Background: an optimization exercise with open tools, aiming at small area, a short achievable clock period and few clock cycles. Do not read the settings as production practice. Function was checked by simulation only, so behaviour that the tests miss may differ from the original.

==> 07-08: inputs <==
// matriz_determ5x5
module matriz_determ5x5 (
	input wire [199:0] matriz_A,
	input clk,
	input start,
	output reg done,
	output reg [31:0] det
);
export LEC_CHECK = 0
export CAP_MARGIN = 20
export CORE_MARGIN = 2
export CORE_UTILIZATION = 45
export PLACE_DENSITY = 0.6
export SLEW_MARGIN = 20
export SYNTH_HIERARCHICAL = 1
create_clock -name core_clock -period 30.0 [get_ports {clk}]
standard.sh (not shown) runs the stock make flow with config.mk's settings and CLKGATE_MAP_FILE= SYNTH_SCRIPT=/design/flow/synth_recipe.tcl, a recipe that flattens the netlist after the stock synthesis.
==> flow/flow/run.sh <==
#!/bin/bash
# The standard layout (the standard.sh: ORFS from synthesis to the final
# layout), with one change: the buffers that buffer_ports puts on every input
# and output port are sky130_fd_sc_hd__buf_2 cells instead of the delay-buffer
# cells it picks by default.
set -e
cp standard.sh standard_copy.sh.txt
export BUFFER_PORTS_ARGS="-buffer_cell sky130_fd_sc_hd__buf_2"
bash standard.sh > standard.log 2>&1
==> 12-19: changes against 07-08 <==
==> flow/run.sh (new file) <==
#!/bin/bash
# synth_recipe.tcl (not shown) runs the flow's synth.tcl, then flattens the netlist and writes it again
# the make line also repeats each setting of config.mk as NAME=value (left out here)
make -C /OpenROAD-flow-scripts/flow DESIGN_CONFIG=/design/flow/config.mk WORK_HOME=/design/flow/orfs CLKGATE_MAP_FILE= SYNTH_SCRIPT=/design/flow/synth_recipe.tcl finish
removed: flow/flow/run.sh
removed: flow/standard.sh
==> notes <==
12-19 passed the timing, DRC and antenna checks. 07-08 completed without violations. Wire length: 07-08 is larger than 12-19 (0.54%). Against 07-08, the setup slack of 12-19 is lower by 0.24 ns. Of 07-08 and 12-19, 12-19 has the higher clock-buffer cell count (gap 9). Against 12-19, the design area of 07-08 is lower by about 1.3%. Synthesized area is the same in 12-19 and 07-08. Synthesized cell count is the same in 12-19 and 07-08. Between 12-19 and 07-08, the lower register-to-register slack is in 07-08 (gap 0.08 ns).
==> figures <==
| quantity | 07-08 | 12-19 |
|---|---|---|
| Outcome | complete, no violations | complete, no violations |
| Iteration-0 DRC Markers | 4319 | 4119 |
| Length of routed met3 wiring | 18800 um | 18900 um |
| Clock transition at the registers of the reported paths | 0.07 ns | 0.09 ns |
| Antenna violations before repair | 10 | 4 |
| Fill count | 15200 | 15000 |
| Met2 track utilization from global routing | 0.479 | 0.483 |
| Met3 GRT Util | 0.0551 | 0.0572 |
| Vias per inst | 5.83 | 5.81 |
| Sequential share of cell area | 0.106 | 0.104 |
| Crit-path max cell delay | 0.76 ns | 0.59 ns |
| Share of the cycle needed by the critical path after routing | 0.251 | 0.259 |
| Weighted congestion at the end of routability-driven global placement | 0.931 | 0.932 |
| Wire length of the first global-routing pass | 375000 um | 376000 um |
Testbench counts of 07-08, summed over its fixed seeds: cycles 3,456.
Testbench counts of 12-19, summed over its fixed seeds: cycles 3,456.

==> 11-03: inputs <==
Another version of the RTL of matriz_determ5x5 (not shown whole).
clock: 30.0 ns
lec_check: 0
cap_margin: 20
core_margin: 2
core_utilization: 55
place_density: 0.7
slew_margin: 20
synth_hierarchical: 1
==> flow/flow/run.sh <==
#!/bin/bash
# The standard layout (the standard.sh: ORFS from synthesis to the final
# layout), with one change: the buffers that buffer_ports puts on every input
# and output port are sky130_fd_sc_hd__buf_2 cells instead of the delay-buffer
# cells it picks by default.
set -e
cp standard.sh standard_copy.sh.txt
export BUFFER_PORTS_ARGS="-buffer_cell sky130_fd_sc_hd__buf_2"
bash standard.sh > standard.log 2>&1
==> 04-04: changes against 11-03 <==
CORE_UTILIZATION = 60   (was 55)
PLACE_DENSITY = 0.75   (was 0.7)
==> 07-10: changes against 11-03 <==
CORE_UTILIZATION = 65   (was 55)
PLACE_DENSITY = 0.8   (was 0.7)
==> comparison table <==
metric	07-10	11-03	04-04
Worst setup path start	det[20]	first	det[20]
Status	complete, no violations	complete, no violations	complete, no violations
Fraction of area in clock buffers and inverters	0.0249	0.0236	0.0243
Vias in the first global route	57900	55900	57000
Met3 layer usage reported by global route	0.114	0.0734	0.0893
Initial standard-cell utilization of the core	0.655	0.556	0.604
First-pass detailed-route iteration total	9	8	6
Number of nets in the layout	8515	8520	8516
Category of the critical setup timing path	reg -> out	reg -> reg	reg -> out
Clock latency of the later-clocked register in the worst-skew pair	0.73 ns	0.68 ns	0.68 ns
Final weighted congestion in routability-driven placement	0.989	0.977	0.968
Multi-input gate share of total cell area	0.805	0.802	0.804
Fraction of the core area covered by cells at the end of the flow	0.692	0.590	0.640
Reg2Reg Capture Point	q234b[23]	pa_one[8]	pb_two[5]
Final std cells w/o fill	7811	8064	7932
Endpoint class of the critical path	primary output	flip-flop	primary output
Total global routing track utilization	0.411	0.346	0.378
Clock period minus worst slack	7.35 ns	7.24 ns	7.32 ns
Area overhead of the layout relative to synthesis	5.73%	6.07%	5.87%
Testbench counts of 11-03, summed over its fixed seeds: cycles 3,456.
Testbench counts of 04-04, summed over its fixed seeds: cycles 3,456.
Testbench counts of 07-10, summed over its fixed seeds: cycles 3,456.

-- afterwards: timing with drivers on the ports --
No port has a modelled driver above. Below, the same layouts with a new extraction and two added sets of constraints. Step 1 sets driving cells, clkbuf_16 on the clock port and buf_2 on the other inputs (assumed; they add their load-dependent delay and slew). Step 2 times the ports against the registers' clock, not the clock port: input delays grow and output delays shrink by t, the midpoint of the rising clock arrivals with the driver on. Three values: ideal ports, drivers, drivers and shift; two values: the first two.
run | t (ns) | setup WS [ns] | worst slew at a driven data input, ns
07-08 | 0.792 | 22.471 / 22.471 / 22.471 | 0.09
12-19 | 0.793 | 22.231 / 22.143 / 22.555 | 0.11
11-03 | 0.729 | 22.764 / 22.764 / 22.764 | 0.08
04-04 | 0.745 | 22.677 / 22.602 / 22.763 | 0.09
07-10 | 0.771 | 22.649 / 22.573 / 22.817 | 0.07
After both steps every run listed still meets setup and hold.
